Context: an optimization exercise on an open-source flow, tuned for small area. The choices shown serve that exercise and are no tape-out recipe.
Function was checked by simulation only, so behaviour that the tests miss may differ from the original.
Power and IR drop assume default switching activity.

File: flow/run.sh
#!/bin/bash
# synth_recipe.tcl (not shown) runs the flow's synth.tcl, then flattens the netlist and writes it again
# the make line also repeats each setting of config.mk as NAME=value (left out here)
make -C /OpenROAD-flow-scripts/flow DESIGN_CONFIG=/design/flow/config.mk WORK_HOME=/design/flow/orfs CLKGATE_MAP_FILE= SYNTH_SCRIPT=/design/flow/synth_recipe.tcl finish
File: flow/config.mk
export PLATFORM = sky130hd
export DESIGN_NAME = Little_star_music_main
export DESIGN_NICKNAME = Little_star_music_main
export VERILOG_FILES = /design/flow/design.v
export SDC_FILE = /design/flow/constraint.sdc
export NUM_CORES = 4
export LEC_CHECK = 0
export CAP_MARGIN = 20
export CORE_MARGIN = 2
export CORE_UTILIZATION = 40
export SLEW_MARGIN = 20
File: flow/constraint.sdc
create_clock -name core_clock -period 10.0 [get_ports {clk}]
set_input_delay 2.0000 -clock core_clock [delete_from_list [all_inputs] [get_ports {clk}]]
set_output_delay 2.0000 -clock core_clock [all_outputs]
set_load 0.01 [all_outputs]
File: flow/design.v
`timescale 1ns / 1ps
module Div_n_Frequency_main(
    input  clk,
    input  rst,
    output reg  o_clk
    );
    reg[27:0] counter;
    parameter DIVISOR = 28'd20000000; 
    always @(posedge clk) begin
    if (rst) begin
        counter <= 28'd0;
        o_clk <= 1'b0;
    end
    else begin
    counter <= counter + 28'd1;
     if(counter==(DIVISOR-1))
        counter <= 28'd0;
    o_clk <= (counter<DIVISOR/2)?1'b1:1'b0;
    end
    end
endmodule
`timescale 1ns / 1ps
module Div_n_Frequency_C4 ( 
    input  clk,
    input  rst,
    output reg  o_clk
    );
    reg[27:0] counter;
    parameter DIVISOR = 28'd382225;
    always @(posedge clk) begin
    if (rst) begin
        counter <= 28'd0;
        o_clk <= 1'b0;
    end
    else begin
    counter <= counter + 28'd1;
     if(counter==(DIVISOR-1))
        counter <= 28'd0;
    o_clk <= (counter<DIVISOR/2)?1'b1:1'b0;
    end
    end
endmodule
module Div_n_Frequency_D4 ( 
    input  clk,
    input  rst,
    output reg  o_clk
    );
    reg[27:0] counter;
    parameter DIVISOR = 28'd340524;
    always @(posedge clk) begin
    if (rst) begin
        counter <= 28'd0;
        o_clk <= 1'b0;
    end
    else begin
    counter <= counter + 28'd1;
     if(counter==(DIVISOR-1))
        counter <= 28'd0;
    o_clk <= (counter<DIVISOR/2)?1'b1:1'b0;
    end
    end
endmodule
module Div_n_Frequency_E4 (
    input  clk,
    input  rst,
    output reg  o_clk
    );
    reg[27:0] counter;
    parameter DIVISOR = 28'd303372;
    always @(posedge clk) begin
    if (rst) begin
        counter <= 28'd0;
        o_clk <= 1'b0;
    end
    else begin
    counter <= counter + 28'd1;
     if(counter==(DIVISOR-1))
        counter <= 28'd0;
    o_clk <= (counter<DIVISOR/2)?1'b1:1'b0;
    end
    end
endmodule
module Div_n_Frequency_F4 (
    input  clk,
    input  rst,
    output reg  o_clk
    );
    reg[27:0] counter;
    parameter DIVISOR = 28'd286345;
    always @(posedge clk) begin
    if (rst) begin
        counter <= 28'd0;
        o_clk <= 1'b0;
    end
    else begin
    counter <= counter + 28'd1;
     if(counter==(DIVISOR-1))
        counter <= 28'd0;
    o_clk <= (counter<DIVISOR/2)?1'b1:1'b0;
    end
    end
endmodule
module Div_n_Frequency_G4 (
    input  clk,
    input  rst,
    output reg  o_clk
    );
    reg[27:0] counter;
    parameter DIVISOR = 28'd255106;
    always @(posedge clk) begin
    if (rst) begin
        counter <= 28'd0;
        o_clk <= 1'b0;
    end
    else begin
    counter <= counter + 28'd1;
     if(counter==(DIVISOR-1))
        counter <= 28'd0;
    o_clk <= (counter<DIVISOR/2)?1'b1:1'b0;
    end
    end
endmodule
module Div_n_Frequency_A4 (
    input  clk,
    input  rst,
    output reg  o_clk
    );
    reg[27:0] counter;
    parameter DIVISOR = 28'd227272;
    always @(posedge clk) begin
    if (rst) begin
        counter <= 28'd0;
        o_clk <= 1'b0;
    end
    else begin
    counter <= counter + 28'd1;
     if(counter==(DIVISOR-1))
        counter <= 28'd0;
    o_clk <= (counter<DIVISOR/2)?1'b1:1'b0;
    end
    end
endmodule
module Div_n_Frequency_B4 (
    input  clk,
    input  rst,
    output reg  o_clk
    );
    reg[27:0] counter;
    parameter DIVISOR = 28'd202475;
    always @(posedge clk) begin
    if (rst) begin
        counter <= 28'd0;
        o_clk <= 1'b0;
    end
    else begin
    counter <= counter + 28'd1;
     if(counter==(DIVISOR-1))
        counter <= 28'd0;
    o_clk <= (counter<DIVISOR/2)?1'b1:1'b0;
    end
    end
endmodule
module Div_n_Frequency_C5 (
    input  clk,
    input  rst,
    output reg  o_clk
    );
    reg[27:0] counter;
    parameter DIVISOR = 28'd191112;
    always @(posedge clk) begin
    if (rst) begin
        counter <= 28'd0;
        o_clk <= 1'b0;
    end
    else begin
    counter <= counter + 28'd1;
     if(counter==(DIVISOR-1))
        counter <= 28'd0;
    o_clk <= (counter<DIVISOR/2)?1'b1:1'b0;
    end
    end
endmodule
`timescale 1ns / 1ps
module Div_n_Frequency_play(
    input  clk,
    input  rst,
    output reg  o_clk
    );
    reg[27:0] counter;
    parameter DIVISOR = 28'd16;
    always @(posedge clk) begin
    if (rst) begin
        counter <= 28'd0;
        o_clk <= 1'b0;
    end
    else begin
    counter <= counter + 28'd1;
     if(counter==(DIVISOR-1))
        counter <= 28'd0;
    o_clk <= (counter<DIVISOR/2)?1'b1:1'b0;
    end
    end
endmodule
`timescale 1ns / 1ps
module Little_star_music_main(
    input clk ,
    input rst ,
    output reg music_play
    );
    wire main_clk ;
    wire play_clk ;
    wire [8:1] music_code ;
    reg main_clk_q ;
    reg play_clk_q ;
    wire main_tick = main_clk & ~main_clk_q ;
    wire play_tick = play_clk & ~play_clk_q ;
    reg [2:0] count_stop ;  
    reg [5:0] count_music_index ;  
    reg [3:0] music_arr_q ;  
    reg [3:0] get_code ;
    always @(*) begin
        case (count_music_index)
            6'd41 : music_arr_q = 4'd1 ; 6'd40 : music_arr_q = 4'd1 ; 6'd39 : music_arr_q = 4'd5 ; 6'd38 : music_arr_q = 4'd5 ;
            6'd37 : music_arr_q = 4'd6 ; 6'd36 : music_arr_q = 4'd6 ; 6'd35 : music_arr_q = 4'd5 ;
            6'd34 : music_arr_q = 4'd4 ; 6'd33 : music_arr_q = 4'd4 ; 6'd32 : music_arr_q = 4'd3 ; 6'd31 : music_arr_q = 4'd3 ;
            6'd30 : music_arr_q = 4'd2 ; 6'd29 : music_arr_q = 4'd2 ; 6'd28 : music_arr_q = 4'd1 ;
            6'd27 : music_arr_q = 4'd5 ; 6'd26 : music_arr_q = 4'd5 ; 6'd25 : music_arr_q = 4'd4 ; 6'd24 : music_arr_q = 4'd4 ;
            6'd23 : music_arr_q = 4'd3 ; 6'd22 : music_arr_q = 4'd3 ; 6'd21 : music_arr_q = 4'd2 ;
            6'd20 : music_arr_q = 4'd5 ; 6'd19 : music_arr_q = 4'd5 ; 6'd18 : music_arr_q = 4'd4 ; 6'd17 : music_arr_q = 4'd4 ;
            6'd16 : music_arr_q = 4'd3 ; 6'd15 : music_arr_q = 4'd3 ; 6'd14 : music_arr_q = 4'd2 ;
            6'd13 : music_arr_q = 4'd1 ; 6'd12 : music_arr_q = 4'd1 ; 6'd11 : music_arr_q = 4'd5 ; 6'd10 : music_arr_q = 4'd5 ;
            6'd9  : music_arr_q = 4'd6 ; 6'd8  : music_arr_q = 4'd6 ; 6'd7  : music_arr_q = 4'd5 ;
            6'd6  : music_arr_q = 4'd4 ; 6'd5  : music_arr_q = 4'd4 ; 6'd4  : music_arr_q = 4'd3 ; 6'd3  : music_arr_q = 4'd3 ;
            6'd2  : music_arr_q = 4'd2 ; 6'd1  : music_arr_q = 4'd2 ; 6'd0  : music_arr_q = 4'd1 ;
            default : music_arr_q = 4'd0 ;
        endcase
    end
    Div_n_Frequency_main #(.DIVISOR(28'd250000)) MAIN_clk(.clk(clk),.rst(rst),.o_clk(main_clk));
    Div_n_Frequency_play PLAY_clk(.clk(clk),.rst(rst),.o_clk(play_clk));
    Div_n_Frequency_C4 C4( .clk(clk), .rst(rst), .o_clk(music_code[1]));
    Div_n_Frequency_D4 D4( .clk(clk), .rst(rst), .o_clk(music_code[2]));
    Div_n_Frequency_E4 E4( .clk(clk), .rst(rst), .o_clk(music_code[3]));
    Div_n_Frequency_F4 F4( .clk(clk), .rst(rst), .o_clk(music_code[4]));
    Div_n_Frequency_G4 G4( .clk(clk), .rst(rst), .o_clk(music_code[5]));
    Div_n_Frequency_A4 A4( .clk(clk), .rst(rst), .o_clk(music_code[6]));
    Div_n_Frequency_B4 B4( .clk(clk), .rst(rst), .o_clk(music_code[7]));
    Div_n_Frequency_C5 C5( .clk(clk), .rst(rst), .o_clk(music_code[8]));
    always @(posedge clk) begin
        if (rst) begin
            main_clk_q <= 1'b0 ;
            play_clk_q <= 1'b0 ;
        end
        else begin
            main_clk_q <= main_clk ;
            play_clk_q <= play_clk ;
        end
    end
    always @(posedge clk) begin
        if (rst) begin
            count_stop <= 3'd0 ;
            count_music_index <= 6'd41 ;
            get_code <= 4'd15 ;
        end
        else if (main_tick) begin
            count_stop <= count_stop + 1'd1 ;
            if (count_stop == 1 ) begin
                count_stop <= 3'd0 ;
                get_code <= 4'd15;
            end
            else begin
                count_music_index <= count_music_index - 1'd1 ;
                if (count_music_index == 0 )begin
                    get_code <= music_arr_q ;
                    count_music_index <= 6'd41 ;
                end
                else get_code <= music_arr_q ;
            end
        end
    end
    always @(posedge clk) begin
        if (rst) begin
            music_play <= 1'b0 ;
        end
        else if (play_tick) begin
            case(get_code)
                4'd15 : music_play <= 1'b0 ;
                4'd1 : music_play <= music_code[1] ;
                4'd2 : music_play <= music_code[2] ;
                4'd3 : music_play <= music_code[3] ;
                4'd4 : music_play <= music_code[4] ;
                4'd5 : music_play <= music_code[5] ;
                4'd6 : music_play <= music_code[6] ;
                4'd7 : music_play <= music_code[7] ;
                4'd8 : music_play <= music_code[8] ;
                default : music_play <= 1'b0 ;
            endcase
        end
    end
endmodule
==> flow_results.xml <==
<?xml version="1.0" encoding="UTF-8"?>
<metrics>
  <group name="clocking">
    <metric name="clock_tree.root_cell" unit="">clkbuf_16</metric>
    <metric name="cts_num_sinks" unit="">309</metric>
    <metric name="postCtsHoldBufs" unit="">0</metric>
    <metric name="clk_latency_worst_skew_pair" unit="ns">0.52</metric>
    <metric name="post_cts_buffers" unit="">0</metric>
    <metric name="post_cts.resized_instances" unit="">0</metric>
    <metric name="cts.path.max_buffers" unit="">3</metric>
    <metric name="clock_transition_at_path_regs" unit="ns">0.06</metric>
    <metric name="cts-buffers-inserted" unit="">34</metric>
    <metric name="h-tree-depth" unit="">2</metric>
    <metric name="cts_tree" unit="">done</metric>
  </group>
  <group name="cells_and_area">
    <metric name="layout.cells.most_common_list" unit="">nor2_1, dfxtp_1, xor2_1</metric>
    <metric name="layout_commonest_cell" unit="">nor2_1</metric>
    <metric name="layoutNonFillerInstCount" unit="">2148</metric>
    <metric name="layout.cell_area.non_filler" unit="um2">15720</metric>
    <metric name="num_antenna_cells" unit="">0</metric>
    <metric name="share_of_post_route_cells_with_drive_strength_above_1" unit="%">4.784</metric>
    <metric name="layout-area-overhead-vs-synth" unit="%">10.85</metric>
    <metric name="nNetsFinal" unit="">1696</metric>
  </group>
  <group name="critical_path">
    <metric name="cp_top_family" unit="">compound AO/OA/AOI/OAI gates</metric>
    <metric name="crit_type" unit="">in2reg</metric>
    <metric name="reg2reg_setup_slack" unit="ns">7.02</metric>
    <metric name="worst_ep_required_time" unit="ns">10.42</metric>
    <metric name="worst_setup_path_end_kind" unit="">flip-flop</metric>
    <metric name="worst-path-buf-inv" unit="">4</metric>
    <metric name="start_kind" unit="">input port</metric>
    <metric name="critPathMaxFanout" unit="">33</metric>
    <metric name="slowest_stage" unit="">a32oi_1</metric>
    <metric name="regToRegStartpoint" unit="">MAIN_clk.o_clk$_SDFF_PP0_</metric>
    <metric name="r2r.worst_path.cells" unit="">8</metric>
    <metric name="timing.critical_path.cells" unit="">buf_2 -&gt; buf_4 -&gt; clkinv_1 -&gt; a32oi_1 -&gt; ha_1 -&gt; inv_1 -&gt; a211oi_1 -&gt; a21oi_1 -&gt; o22ai_1</metric>
    <metric name="timing.critical_path.arrival" unit="ns">4.75</metric>
    <metric name="max_stage_delay" unit="ns">0.77</metric>
    <metric name="critical_path.reg2reg.endpoint" unit="">music_arr_q[2]$_DFF_P_</metric>
  </group>
  <group name="placement">
    <metric name="rd_place_congestion" unit="">0.8149</metric>
    <metric name="dpl-instance-area" unit="um2">14590</metric>
    <metric name="hpwl" unit="mm">17.83</metric>
    <metric name="placed_cells_incl_taps" unit="">2090</metric>
    <metric name="io_buffers" unit="">2</metric>
  </group>
  <group name="hold_path">
    <metric name="hp-class" unit="">reg2reg</metric>
    <metric name="holdPathEnd" unit="">get_code[2]$_SDFFE_PP1N_</metric>
    <metric name="min_path_cells" unit="">2</metric>
    <metric name="worstHoldStart" unit="">music_arr_q[2]$_DFF_P_</metric>
  </group>
  <group name="detailed_routing">
    <metric name="drt.antenna.violating_nets" unit="">0</metric>
    <metric name="vias" unit="">10940</metric>
    <metric name="per_cell_routed_wire_length" unit="um">12.52</metric>
    <metric name="initialDrtViolationCount" unit="">461</metric>
    <metric name="drt_pass_1_iters" unit="">5</metric>
    <metric name="routed_wirelength" unit="mm">26.89</metric>
    <metric name="drc_errors" unit="">0</metric>
    <metric name="drt-vias-per-instance" unit="">5.094</metric>
  </group>
  <group name="yosys">
    <metric name="synth.yosys.warnings" unit="">11</metric>
    <metric name="synth-edff-count" unit="">0</metric>
    <metric name="synth_area" unit="um2">14180</metric>
    <metric name="netlist-cell-type-count" unit="">77</metric>
    <metric name="synth.ff_latch_count" unit="">309</metric>
    <metric name="postSynthNetCount" unit="">1699</metric>
    <metric name="ys_dominant_reg_cell" unit="">dfxtp_1</metric>
    <metric name="synth.avg_cell_area" unit="um2">8.469</metric>
    <metric name="syn_inst" unit="">1674</metric>
    <metric name="synth-async-reset-ratio" unit="%">0</metric>
    <metric name="seq_area_frac_synth" unit="%">43.63</metric>
  </group>
  <group name="global_routing">
    <metric name="antenna_found_initial" unit="">0</metric>
    <metric name="gr-total-overflow" unit="">0</metric>
    <metric name="grt_start_max_net_pins" unit="">34</metric>
    <metric name="grt_first_pass_wirelength" unit="mm">47.78</metric>
    <metric name="first_global_vias" unit="">10320</metric>
    <metric name="grtUsageTotal" unit="%">14.94</metric>
  </group>
  <group name="floorplanning">
    <metric name="core" unit="um2">34710</metric>
    <metric name="chipHeight" unit="um">192.3</metric>
    <metric name="die_w" unit="um">192.3</metric>
    <metric name="pin_count" unit="">3</metric>
    <metric name="area_of_the_die" unit="um2">36970</metric>
    <metric name="initial_standard_cell_utilization_of_the_core" unit="%">40.84</metric>
    <metric name="core.rowCount" unit="">68</metric>
  </group>
  <group name="sta">
    <metric name="slew-limit-headroom" unit="%">33.93</metric>
    <metric name="rsz0062_at_grt" unit="">no</metric>
    <metric name="clock.fmax" unit="GHz">0.2312</metric>
    <metric name="timing_worst_slew_pin_value" unit="ns">0.9910</metric>
    <metric name="setup_viol" unit="">0</metric>
    <metric name="final_max_slew_viol_count" unit="">0</metric>
    <metric name="totalNegativeSetupSlack" unit="ns">0</metric>
    <metric name="timing.final.hold_violations" unit="">0</metric>
    <metric name="final_min_period_over_clock_period" unit="%">43.25</metric>
    <metric name="fin_worst_skew" unit="ns">0.02775</metric>
    <metric name="whs" unit="ns">0.4310</metric>
    <metric name="final_period_minus_worst_setup_slack" unit="ns">4.325</metric>
  </group>
  <group name="power_and_ir_drop">
    <metric name="seqPwrFrac" unit="%">48.6</metric>
    <metric name="power.density_cell_area" unit="nW/um2">166.2</metric>
    <metric name="power.combinational.fraction" unit="%">3.4</metric>
    <metric name="power_switching_share" unit="%">21.70</metric>
    <metric name="p_leak" unit="nW">5.568</metric>
    <metric name="net-switching-power" unit="mW">0.5668</metric>
    <metric name="max-vdd-ir-drop" unit="mV">0.1042</metric>
    <metric name="clock_power_share" unit="%">48.0</metric>
    <metric name="internal_power" unit="mW">2.045</metric>
    <metric name="finalPower" unit="mW">2.612</metric>
  </group>
  <group name="job">
    <metric name="drv_cap" unit="">0</metric>
  </group>
  <group name="status">
    <metric name="run_status" unit="">finished clean</metric>
  </group>
</metrics>
worst max path at each step:
stage | slack [ns] | from | depth (start not counted) | end
floorplan | 6.45 | rst | 7 | music_arr_q[1]$_DFF_P_
global placement | 5.33 | rst | 8 | music_arr_q[1]$_DFF_P_
detailed placement | 5.26 | rst | 9 | music_arr_q[2]$_DFF_P_
CTS | 5.78 | rst | 9 | music_arr_q[2]$_DFF_P_
global route | 5.45 | rst | 9 | music_arr_q[2]$_DFF_P_
finish | 5.68 | rst | 9 | music_arr_q[2]$_DFF_P_
worst reg2reg max path, stage by stage, from the launching register on:
cell and delay (ns):
dfxtp_1 0.37, nor2b_1 0.65, nand2_1 0.38, a32oi_1 0.63, ha_1 0.28, inv_1 0.07, a211oi_1 0.26, a21oi_1 0.07
o22ai_1 0.18
layout make-up:
type                    count  area [um2]
fillers                  3405       19000
multi-input cells        1268        7606
flip-flops and latches    309        6186
clock buffers              47       980.9
well taps                 455       569.3
inverters                  53       198.9
clock inverters            11       136.4
repair buffers              5       37.54
cell families (layout without fill, tap and decap cells):
kind of cell / after synthesis / after routing / synth area share [%]
AOI/OAI and AO/OA: 108 / 108 / 5.207
xor gates and xnor gates: 251 / 251 / 15.51
muxes: 3 / 3 / 0.3001
and+or+nand+nor: 883 / 883 / 30.53
DFF: 309 / 309 / 43.63
adders and majority gates: 23 / 23 / 2.030
buffers and inverters: 97 / 116 / 2.798
power groups by stage:
stage / sequential [mW] / combinational [mW] / clock, mW
final: 1.27 / 0.0899 / 1.25
after global routing: 1.27 / 0.103 / 1.34
after CTS: 1.27 / 0.0906 / 1.30
after detailed placement: 1.30 / 0.0902 / 0
after global placement: 1.30 / 0.0876 / 0
after floorplan: 1.29 / 0.0737 / 0
through the flow:
step	utilization, %	setup slack, ns
global placement	42.03	5.326
floorplan	-	6.454
CTS	45.25	5.782
detailed placement	42.03	5.256
global route	45.27	5.455
finish	45.27	5.675
layer usage:
metal	part of all wire, %	vias to the layer above	track usage, %	routed length [um]
met4	1.9	0	3.817	505
met3	2.9	44	2.564	788
met2	45	107	24.29	12060
met5	0	-	0	0
met1	50	5077	20.52	13540
li1	-	5713	-	-
Yosys cell counts, types with 5 or more instances:
library cell | n | area share, %
or3_1 | 17 | 0.75
and4_1 | 17 | 1.1
nor2_1 | 353 | 9.3
nand3_1 | 122 | 4.3
nor3_1 | 39 | 1.4
nand2_1 | 115 | 3.0
buf_2 | 10 | 0.35
or2_2 | 6 | 0.26
a21oi_1 | 30 | 1.1
xor2_1 | 135 | 8.3
inv_1 | 51 | 1.4
nor4_1 | 43 | 1.9
ha_1 | 23 | 2.0
dfxtp_1 | 309 | 44
or4_1 | 7 | 0.37
nand4b_1 | 5 | 0.31
o21ai_0 | 28 | 0.99
nand4_1 | 57 | 2.5
and2_1 | 11 | 0.49
and3_1 | 46 | 2.0
nor2b_1 | 8 | 0.35
xnor2_1 | 116 | 7.2
nor4b_1 | 9 | 0.56
clkbuf_1 | 27 | 0.71

==> what the ideal ports hide <==
No port has a modelled driver above. Below, the same layout with a new extraction and two added sets of constraints. Step 1, drivers: a clkbuf_16 drives clk and a buf_2 each remaining input, both assumed. Step 2 moves the port delays by t, midway between the first and last clock arrival at a register: inputs arrive t later, outputs are due t later. That takes back most of the time a late clock gives input paths. Slacks: no drivers / after step 1 / after step 2; pairs: no drivers / after step 1.
t, ns: 0.558
setup WS [ns]: 5.675 / 5.705 / 5.147
worst setup path after step 2: input to register
clock arrival spread, ns: 0.032 / 0.032
worst slew at a driven data input, ns: 0.03
After both steps setup and hold are still met in this run. The setup slack of this run moves by +0.030 ns with the drivers and by -0.528 ns with both steps.
